This design comes from an exercise in tuning for small area on the open sky130 flow, not from production work. In this exercise RTL edits were held to simulation tests only and were not proved equivalent to the original.

## flow/design.v (module list and top-level ports; edited modules follow where they fit)
// module cordic_pipeline: 1615 lines
// module cordic_fa: 4 lines
module cordic_pipeline(
    input  wire         clk,
    input  wire         rst,
    input  wire         valid_in,
    input  wire  signed [15:0] x_in,
    input  wire  signed [15:0] y_in,
    output reg   signed [15:0] magnitude,
    output reg          valid
);
  // ...
==> flow/flow/run.sh <==
#!/bin/bash
set -euo pipefail
CTS="-sink_clustering_enable -repair_clock_nets -dont_use_dummy_load"
CTS="$CTS -buf_list sky130_fd_sc_hd__clkbuf_16 -sink_clustering_size 28 -sink_clustering_max_diameter 70"
bash standard.sh "CTS_ARGS=$CTS" "BUFFER_PORTS_ARGS=-buffer_cell sky130_fd_sc_hd__buf_1" finish > flow_make.log 2>&1
==> flow/standard.sh <==
#!/bin/bash
# synth_recipe.tcl (not shown) runs the flow's synth.tcl, then flattens the netlist and writes it again
# the make line also repeats each setting of config.mk as NAME=value (left out here)
make -C /OpenROAD-flow-scripts/flow DESIGN_CONFIG=/design/flow/config.mk WORK_HOME=/design/flow/orfs CLKGATE_MAP_FILE= SYNTH_SCRIPT=/design/flow/synth_recipe.tcl "${@:-finish}"
==> flow/config.mk <==
export PLATFORM = sky130hd
export DESIGN_NAME = cordic_pipeline
export DESIGN_NICKNAME = cordic_pipeline
export VERILOG_FILES = /design/flow/design.v
export SDC_FILE = /design/flow/constraint.sdc
export NUM_CORES = 4
export LEC_CHECK = 0
export CAP_MARGIN = 20
export CORE_MARGIN = 2
export CORE_UTILIZATION = 60
export CTS_BUF_LIST = sky130_fd_sc_hd__clkbuf_8
export CTS_CLUSTER_DIAMETER = 60
export CTS_CLUSTER_SIZE = 20
export PLACE_DENSITY = 0.7
export SLEW_MARGIN = 20
export SYNTH_HIERARCHICAL = 1
export SYNTH_MINIMUM_KEEP_SIZE = 0
==> flow/constraint.sdc <==
create_clock -name core_clock -period 5.0 [get_ports {clk}]
set_input_delay 1.0000 -clock core_clock [delete_from_list [all_inputs] [get_ports {clk}]]
set_output_delay 1.0000 -clock core_clock [all_outputs]
set_load 0.01 [all_outputs]
==> flow_metrics.tcl, run 1 <==
set metrics [dict create \
    fillers 2766 \
    cts_sinks 429 \
    multi_input_area_um2 12900 \
    worstPathRequired_ns 4.00 \
    grt_setup_unrepaired "true" \
    status "no timing/DRC/antenna violations" \
    path_cells "buf_6 -> ha_4 -> a21o_1 -> a21oi_2 -> nor2b_1 -> o21ai_1 -> nand2b_1 -> a221o_1 -> fa_2 -> xnor3_1 -> nand2_1 -> o2111a_2 -> and4b_4 -> nand4_1 -> nor2_2 -> xnor2_2 -> buf_2" \
    detail_route.wl_per_cell_um 15.1 \
    cp-startpoint "rx12[15]$_DFF_P_" \
    cp-end-kind "output port" \
    core_area_um2 36400 \
    final_common_cell "dfxtp_1" \
    die_x_um 196 \
    final_area_um2 24400 \
    synthAdderAreaFrac 0.285 \
    synth_ff_type "dfxtp_1" \
    cts_tree "built" \
    instances_no_fill 2435 \
    critPathLaunchType "register" \
    endpoint "magnitude[14]" \
    multi_input_cells 1237 \
    max_freq_mhz 202 \
    syn_to_final_growth_pct 10.5 \
    dr_wl_met3_um 973 \
    vias 12400 \
    synth_cell_types 59 \
    maxCapViolCount 0 \
    antenna_cells 0 \
    synth_compound_area_frac 0.0489 \
    crit_fanout 5 \
    hold_start "vp[4]$_SDFF_PP0_" \
    antenna_found_initial 0 \
    ctsResizeCount 15 \
    routed_via_density 5.11 \
]
==> inputs of run 2 (changes only) <==
==> flow/flow/run.sh (replaced) <==
#!/bin/bash
set -euo pipefail
CTS="-sink_clustering_enable -repair_clock_nets -dont_use_dummy_load"
CTS="$CTS -buf_list sky130_fd_sc_hd__clkbuf_8 -sink_clustering_size 20 -sink_clustering_max_diameter 60"
bash standard.sh "CTS_ARGS=$CTS" "BUFFER_PORTS_ARGS=-buffer_cell sky130_fd_sc_hd__buf_1" RECOVER_POWER=100 finish > flow_make.log 2>&1
==> run 2 against run 1 <==
- still clean on timing, DRC and antenna
- clock-buffer cell count increased by 5
- cell count increased by 0.21%
- via count decreased by 0.52%
==> flow_metrics.tcl, run 2 <==
set metrics [dict create \
    status "no timing/DRC/antenna violations" \
    nets 2390 \
    mostFrequentLayoutCells "424 x dfxtp_1, 204 x xnor2_1, 202 x xor2_1" \
    drive_gt1_frac 0.101 \
    initialDrtViolationCount 356 \
    initial_core_util 0.605 \
    hold_violations 0 \
    instances_no_fill 2440 \
    yosys.area.top_type "dfxtp_1" \
    drtPass1Iterations 4 \
    synth-seq-area-share 0.389 \
    cp-end-kind "output port" \
    grt_use_total 0.194 \
    tightest_slew_ns 1.15 \
    rows 70 \
    grt_pass1_vias 13300 \
    routed_via_density 5.07 \
    clockBufferDepth 3 \
    chipHeight_um 196 \
    yosysWarnings 7 \
    clk_pin_slew_ns 0.08 \
    syn_area_per_cell_um2 11.8 \
    antenna_cells 0 \
    holdWs_ns 0.402 \
    r2r_slack_ns 0.13 \
    postSynth.asyncResetShare 0 \
    worstPathRequired_ns 4.00 \
    timing.rr.start "ru0[1]$_DFF_P_" \
    vias 12400 \
    dp_cells 2387 \
    die_x_um 196 \
    utilization 0.661 \
    synth_cell_types 59 \
    ant_nets 0 \
    critPathLaunchType "register" \
    synth_common_cells "429 x dfxtp_1, 206 x xnor2_1, 203 x fa_1" \
    synth_nets 2280 \
    period_needed_ns 4.91 \
    cts_sinks 429 \
    ys_ff_latch 429 \
    use_met1 0.226 \
    syn_to_final_growth_pct 9.18 \
    endpoint "magnitude[14]" \
    cts_tree "built" \
    path_class "register to output port" \
    wl_um 36300 \
    hold_path.class "register to register" \
    hpwl_um 28800 \
    die_area_um2 38300 \
    max_slew_margin 0.225 \
    clock_latency_ns 0.57 \
    ctsHoldBuffers 0 \
    setup_tns_ns 0 \
    grt_busiest_layer "met2" \
    max_freq_mhz 204 \
    arrival_ns 3.91 \
    detail_route.wl_per_cell_um 14.9 \
    skew_ns 0.0584 \
    grt_pass1_wl_um 60900 \
    drc 0 \
    grt_setup_unrepaired "true" \
    cts_htree_levels 2 \
    final_common_cell "dfxtp_1" \
    worstReg2RegEnd "rx1[15]$_DFF_P_" \
    grt_use_met2 0.374 \
    maxCapViolCount 0 \
    portBuffers 51 \
    synth.top_cell.area_share 0.389 \
    root_buffer "clkbuf_8" \
    gr-usage-met3 0.0263 \
    gp_congestion 0.833 \
    synth_most_common_cell "dfxtp_1" \
    slew_violations 0 \
    grt_start_max_net_pins 21 \
    synth_edf_count 0 \
    cp-startpoint "rx12[15]$_DFF_P_" \
    crit_fanout 7 \
    reg2regPathDepth 16 \
    core_area_um2 36400 \
    numCtsBuffers 34 \
    io_pins 52 \
    synth_area_um2 22000 \
    setup_viol_count_final 0 \
    synth_area_leaders "dfxtp_1 39%, fa_1 18%, ha_1 10%" \
    synth_ff_type "dfxtp_1" \
    post-route-period-util 0.982 \
    grt_overflow 0 \
    synth_cells 1864 \
    antenna_found_initial 0 \
]
-- run 2: metrics by stage --
| step | setup slack [ns] | area (µm²) |
|---|---|---|
| after detailed placement | 0.00267 | 23000 |
| final | 0.0899 | 24100 |
| after global routing | -0.121 | 24100 |
| after floorplan | 0.0253 | 22000 |
| after CTS | 0.00656 | 23600 |
| after global placement | 0.0328 | 23000 |
-- run 2: worst max-delay path, cell delays in order (launching register included) --
cell      delay, ns
dfxtp_4        0.38
buf_12         0.14
buf_4          0.17
ha_1           0.28
o211ai_1       0.18
nor2_1         0.10
a221o_1        0.37
fa_2           0.34
xnor3_1        0.18
nand2_1        0.08
o2111a_2       0.24
and4b_4        0.27
nand4_1        0.17
nor2_2         0.17
xnor2_2        0.14
buf_2          0.16
-- run 2: cell type report --
class                           instances  area (µm²)
Timing Repair Buffer                  101         907
Sequential cell                       429        8600
Inverter                              171         642
Clock buffer                           34         468
Multi-Input combinational cell       1237       12900
Tap cell                              468         586
Fill cell                            2839       12400
-- run 2: worst min path at each step --
stage,slack [ns],depth (start not counted),startpoint,to
finish,0.40,1,vp[6]$_SDFF_PP0_,vp[7]$_SDFF_PP0_
global route,0.41,1,vp[6]$_SDFF_PP0_,vp[7]$_SDFF_PP0_
CTS,0.40,1,vp[6]$_SDFF_PP0_,vp[7]$_SDFF_PP0_
detailed placement,0.43,1,vp[4]$_SDFF_PP0_,vp[5]$_SDFF_PP0_
global placement,0.42,1,vp[4]$_SDFF_PP0_,vp[5]$_SDFF_PP0_
floorplan,0.41,1,vp[9]$_SDFF_PP0_,vp[10]$_SDFF_PP0_
-- run 2: modules after synthesis (local to each module, per instance) --
module	flip-flops and latches	area (µm²)
cordic_fa	0	20.0
cordic_pipeline	429	18700
-- run 2: kinds of logic (layout without fill, tap and decap cells) --
kind of cell,after synthesis,in the layout,share of synthesized area
buffers and inverters,198,306,0.0367
DFF,429,429,0.389
xor gates and xnor gates,421,421,0.172
adders and majority gates,381,381,0.285
and+or+nand+nor,273,273,0.0608
muxes,15,15,0.00687
AOI/OAI and AO/OA,147,147,0.0489
-- run 2: per-layer routing --
metal,vias up,share of wire
li1,6152,-
met1,6058,0.41
met4,0,0.023
met5,-,0
met2,121,0.54
met3,47,0.027
-- run 2: repair_timing --
action | 4_1_cts | 5_1_grt
gates cloned | 0 | 10
buffers inserted | 4 | 5
setup endpoints to repair | 13 | 137
endpoints found under the hold margin | 0 | 0
pin swaps | 10 | 35
resized for setup | 18 | 62

port drivers added, routing unchanged:
In the flow no input, the clock included, has a driving cell. The finished layouts below were timed again as built, in two steps. Step 1 (the two cells are an assumption about what drives the block):
set clk [get_ports {clk}]
set_driving_cell -lib_cell sky130_fd_sc_hd__clkbuf_16 $clk
set_driving_cell -lib_cell sky130_fd_sc_hd__buf_2 [delete_from_list [all_inputs] $clk]
Step 2 adds t to the input delays and takes it off the output delays; t is the mean of the earliest and latest rising clock arrival at the registers after step 1. Input paths then give back, and output paths get back, about the clock's delay inside the block. a / b / c = ideal ports / drivers / drivers and shift; a / b = the first two.
| run | t (ns) | setup slack, ns | hold WS [ns] |
|---|---|---|---|
| run 1 | 0.615 | 0.061 / 0.008 / 0.153 | 0.434 / 0.434 / 0.434 |
| run 2 | 0.590 | 0.090 / 0.041 / 0.126 | 0.402 / 0.402 / 0.402 |
After both steps setup and hold are still met in every run listed.
